This design comes from an exercise in tuning for small area on the open sky130 flow, not from production work.
Only simulation tests tie the RTL to the original design; equivalence was not proved.
Power figures rest on the tool's default switching activity, not on a simulated workload.

== rev 12 ==
==> flow/design.v <==
`timescale 1ns/1ps
module clock_divider (
    input  wire clk,
    input  wire reset,
    output wire tick
);
    reg  [7:0] c;
    wire       z  = ~|c[6:0];
    wire       fb = c[7] ^ c[5] ^ c[4] ^ c[3] ^ z;
    always @(posedge clk) begin
        if (reset) c <= 8'b1100_0101;
        else       c <= {c[6:0], fb};
    end
    assign tick = c[7] & z;
endmodule
`timescale 1ns/1ps
module debounced (
    input  wire clk,
    input  wire rst,
    input  wire raw,    
    output reg  q       
);
    localparam [6:0] INV = 7'b0101010;
    reg  [6:0] s;
    wire [6:0] c  = s ^ INV;
    wire       d  = (raw ^ q) & ~rst;        
    wire       zl = ~|c[4:0];
    wire       z  = ~c[5] & zl;              
    wire       fb = c[6] ^ (c[5] | zl);      
    always @(posedge clk) s <= (d ? {c[5:0], fb} : 7'd0) ^ INV;
    always @(posedge clk or posedge rst) begin
        if (rst)                q <= 1'b0;
        else if (d & c[6] & z)  q <= raw;
    end
endmodule
`timescale 1ns/1ps
module simon_fsm_hard (
    input  wire        clk,
    input  wire        tick,
    input  wire        reset,
    input  wire        ev_v,       
    input  wire [1:0]  ev_b,       
    output wire        ev_hold,    
    output wire [3:0]  led,
    output wire        error_led,
    output wire [3:0]  digit       
);
    reg [2:0] st;
    reg [6:0] hc;
    reg [3:0] idx, rnd;
    wire s_init  = ~(st[2] | st[1] | st[0]);
    wire s_play  = ~st[1] & st[0];
    wire s_wait  = st[1] & ~st[0];
    wire s_check = st[1] & st[0];
    wire s_error = st[2];
    wire [3:0] pat;
    assign pat[0] = (~idx[0] & idx[1] & ~idx[3]) | (~idx[0] & idx[2] & ~idx[3]);
    assign pat[1] = (idx[0] & ~idx[1] & ~idx[2]) | (~idx[1] & ~idx[2] & idx[3]);
    assign pat[2] = (idx[0] & idx[2]) | (~idx[1] & idx[2] & idx[3]);
    assign pat[3] = (~idx[0] & ~idx[1] & ~idx[2] & ~idx[3]) | (idx[0] & idx[1]) | (idx[1] & ~idx[2] & idx[3]);
    wire valid = ev_v;
    wire ok    = pat[ev_b];
    assign ev_hold = s_wait & ev_v;
    wire [3:0] inc  = {idx[2:0], ~(idx[3] ^ idx[0])};     
    wire [3:0] rinc = {rnd[2:0], ~(rnd[3] ^ rnd[0])};    
    wire       last = (inc == rnd);
    wire       hce  = (hc == 7'd10);
    wire       r10  = (rnd[1] & rnd[2]);    
    always @(posedge clk or posedge reset) begin
        if (reset) begin
            st <= 3'b000;
            hc <= 7'd0;
        end else if (tick) begin
            if (s_init ? ~hce : (s_play & ~(hce & last)))
                hc <= (hc + 1'b1) | {1'b0, hce, 5'b0};
            if (s_init) begin
                if (hce) st <= 3'b001;
            end else if (s_play) begin
                if (hce & last) st <= 3'b010;
            end else if (s_wait) begin
                if (valid) st <= 3'b011;
            end else if (s_check) begin
                st <= ~ok ? 3'b100 : ~last ? 3'b010 : r10 ? 3'b000 : 3'b001;
            end else begin  
                if (valid) st <= 3'b001;
            end
        end
    end
    always @(posedge clk) begin
        if (tick) begin
            if (s_init | s_error) begin
                idx <= 4'd14;
                rnd <= 4'd8;
            end else if (s_play) begin
                if (hce) idx <= last ? 4'd12 : inc;
            end else if (s_check & ok) begin
                if (!last) idx <= inc;
                else begin idx <= 4'd14; rnd <= rinc; end
            end
        end
    end
    assign led       = s_play ? pat : 4'b0000;
    assign error_led = s_error;
    assign digit = {s_init & hc[3],
                    st[2] | (s_init & hc[2]),
                    st[1] | (s_init & hc[1]),
                    st[0] | (s_init & hc[0])};
endmodule
`timescale 1ns/1ps
module debug_display(
    input  wire [3:0] hex,
    output reg  [6:0] seg
);
  always @(*) begin
    case (hex)
      4'h0: seg = 7'b1000000;
      4'h1: seg = 7'b1111001;
      4'h2: seg = 7'b0100100;
      4'h3: seg = 7'b0110000;
      4'h4: seg = 7'b0011001;
      4'h5: seg = 7'b0010010;
      4'h6: seg = 7'b0000010;
      4'h7: seg = 7'b1111000;
      4'h8: seg = 7'b0000000;
      4'h9: seg = 7'b0010000;
      default: seg = 7'b0001000;  
    endcase
  end
endmodule
`timescale 1ns/1ps
module top(
    input  wire       clk,         
    input  wire       reset,       
    input  wire [3:0] btn,         
    output wire [3:0] led,         
    output wire       error_led,   
    output wire [6:0] seg,         
    output wire [3:0] an           
);
  wire tick;
  clock_divider btn_clk_gen (.clk(clk), .reset(reset), .tick(tick));
  wire [3:0] clean_btn;
  genvar k;
  generate
    for (k = 0; k < 4; k = k + 1) begin : DEB
      debounced db (.clk(clk), .rst(reset), .raw(btn[k]), .q(clean_btn[k]));
    end
  endgenerate
  reg  [3:0] btn_s1;
  reg        ev_v;
  reg  [1:0] ev_b;
  wire       ev_hold;
  wire [3:0] rise = clean_btn & ~btn_s1;
  always @(posedge clk) begin
    if (tick) begin
      btn_s1 <= clean_btn;
      if (!ev_hold) begin
        ev_v <= (rise == 4'b0001) | (rise == 4'b0010) |
                (rise == 4'b0100) | (rise == 4'b1000);
        ev_b <= {rise[3] | rise[2], rise[3] | rise[1]};
      end
    end
  end
  wire [3:0] digit;
  simon_fsm_hard fsm (
    .clk       (clk),
    .tick      (tick),
    .reset     (reset),
    .ev_v      (ev_v),
    .ev_b      (ev_b),
    .ev_hold   (ev_hold),
    .led       (led),
    .error_led (error_led),
    .digit     (digit)
  );
  debug_display dbg (.hex(digit), .seg(seg));
  assign an = 4'b1110;
endmodule
==> flow/config.mk <==
export PLATFORM = sky130hd
export DESIGN_NAME = top
export DESIGN_NICKNAME = top
export VERILOG_FILES = /design/flow/design.v
export SDC_FILE = /design/flow/constraint.sdc
export NUM_CORES = 4
export LEC_CHECK = 0
export CAP_MARGIN = 20
export CORE_MARGIN = 2
export CORE_UTILIZATION = 70
export CTS_BUF_LIST = sky130_fd_sc_hd__clkbuf_4
export CTS_CLUSTER_DIAMETER = 100
export CTS_CLUSTER_SIZE = 30
export SLEW_MARGIN = 20
==> flow/constraint.sdc <==
create_clock -name core_clock -period 10.0 [get_ports {clk}]
set_input_delay 2.0000 -clock core_clock [delete_from_list [all_inputs] [get_ports {clk}]]
set_output_delay 2.0000 -clock core_clock [all_outputs]
set_load 0.01 [all_outputs]
standard.sh (not shown) runs the stock make flow with config.mk's settings and CLKGATE_MAP_FILE= SYNTH_SCRIPT=/design/flow/synth_recipe.tcl, a recipe that flattens the netlist after the stock synthesis.
==> flow/flow/run.sh <==
#!/bin/bash
# Own layout flow: the standard synthesis, its combinational logic re-mapped
# for area (registers untouched, proven equal), then the standard layout
# with port buffers of the smallest buffer cell.
set -euo pipefail
W=$(pwd)
F=$W/flow
R=$W/orfs/results/$FLOW_PLATFORM/top/base
YOSYS=$(readlink -f "$FLOW_HOME/../tools/install/yosys/bin/yosys")
export REMAP_LIB=$FLOW_HOME/platforms/$FLOW_PLATFORM/lib/sky130_fd_sc_hd__tt_025C_1v80.lib
export REMAP_TOP=$FLOW_TOP
export REMAP_SCRIPT=$F/area.abc

bash standard.sh synth > $W/synth.log 2>&1
cp $R/1_2_yosys.v $W/std_1_2_yosys.v
export REMAP_IN=$W/std_1_2_yosys.v
export REMAP_OUT=$W/remap_1_2_yosys.v
if "$YOSYS" -c $F/remap.tcl > $W/remap.log 2>&1 && \
   "$YOSYS" -c $F/equiv.tcl > $W/equiv.log 2>&1; then
  cp $REMAP_OUT $R/1_2_yosys.v
  rm -f $R/1_synth.odb $R/1_synth.sdc
  echo "using re-mapped netlist" > $W/remap_status.txt
else
  echo "re-map failed; using the standard netlist" > $W/remap_status.txt
fi

export BUFFER_PORTS_ARGS="-buffer_cell sky130_fd_sc_hd__buf_1"
export CTS_ARGS="-sink_clustering_enable -repair_clock_nets -sink_clustering_size 30 -sink_clustering_max_diameter 100 -buf_list sky130_fd_sc_hd__clkbuf_4 -dont_use_dummy_load"
bash standard.sh finish > $W/finish.log 2>&1
Other scripts of this flow, unchanged in this note and not shown: flow/flow/area.abc, flow/flow/equiv.tcl, flow/flow/remap.tcl
> inputs changed (rev 12 -> rev 13)
--- a/flow/design.v
+++ b/flow/design.v
@@ -6,9 +6,9 @@
 );
     reg  [7:0] c;
     wire       z  = ~|c[6:0];
     wire       fb = c[7] ^ c[5] ^ c[4] ^ c[3] ^ z;
-    always @(posedge clk) begin
+    always @(posedge clk or posedge reset) begin
         if (reset) c <= 8'b1100_0101;
         else       c <= {c[6:0], fb};
     end
     assign tick = c[7] & z;
@@ -22,16 +22,20 @@
 );
     localparam [6:0] INV = 7'b0101010;
     reg  [6:0] s;
     wire [6:0] c  = s ^ INV;
-    wire       d  = (raw ^ q) & ~rst;        
+    wire       d  = raw ^ q;                 
     wire       zl = ~|c[4:0];
     wire       z  = ~c[5] & zl;              
     wire       fb = c[6] ^ (c[5] | zl);      
-    always @(posedge clk) s <= (d ? {c[5:0], fb} : 7'd0) ^ INV;
     always @(posedge clk or posedge rst) begin
-        if (rst)                q <= 1'b0;
-        else if (d & c[6] & z)  q <= raw;
+        if (rst) begin
+            s <= INV;
+            q <= 1'b0;
+        end else begin
+            s <= (d ? {c[5:0], fb} : 7'd0) ^ INV;
+            if (d & c[6] & z) q <= raw;
+        end
     end
 endmodule
 `timescale 1ns/1ps
 module simon_fsm_hard (
Results
Looking at the reports, rev 13 completed the entire flow and the layout it produced met the timing, design-rule and antenna checks. In the tables for rev 12 and rev 13, maximum frequency reads lower with rev 12. Going from rev 12 to rev 13, count of non-CTS buffers in the layout level; design area moved up; clock power level; cell count moved down. Rev 12 has a higher global-route usage than rev 13. Rev 12 vs rev 13, capturing element of the worst setup path: seg[4] vs seg[3]. Re time the worst path needs with I/O delays and setup: rev 12 was higher than rev 13.

port drivers added, routing unchanged:
The flow's constraints put no driver on any port. The routed layouts listed below were extracted and timed again, unchanged, in two steps. Step 1: set_driving_cell puts a clkbuf_16 on clk and a buf_2 on each other input, an assumption about the parent block. Step 2 moves the port delays by t, midway between the first and last clock arrival at a register: inputs arrive t later, outputs are due t later. That takes back most of the time a late clock gives input paths. a / b / c = ideal ports / drivers / drivers and shift; a / b = the first two.
run	shift t [ns]	slack for setup (ns)	hold WS [ns]	worst setup path at the end
rev 12	0.420	5.742 / 5.718 / 6.139	0.383 / 0.383 / 0.383	register to output
rev 13	0.416	5.839 / 5.811 / 6.227	0.369 / 0.369 / 0.369	register to output
After both steps setup and hold are still met in every run listed.
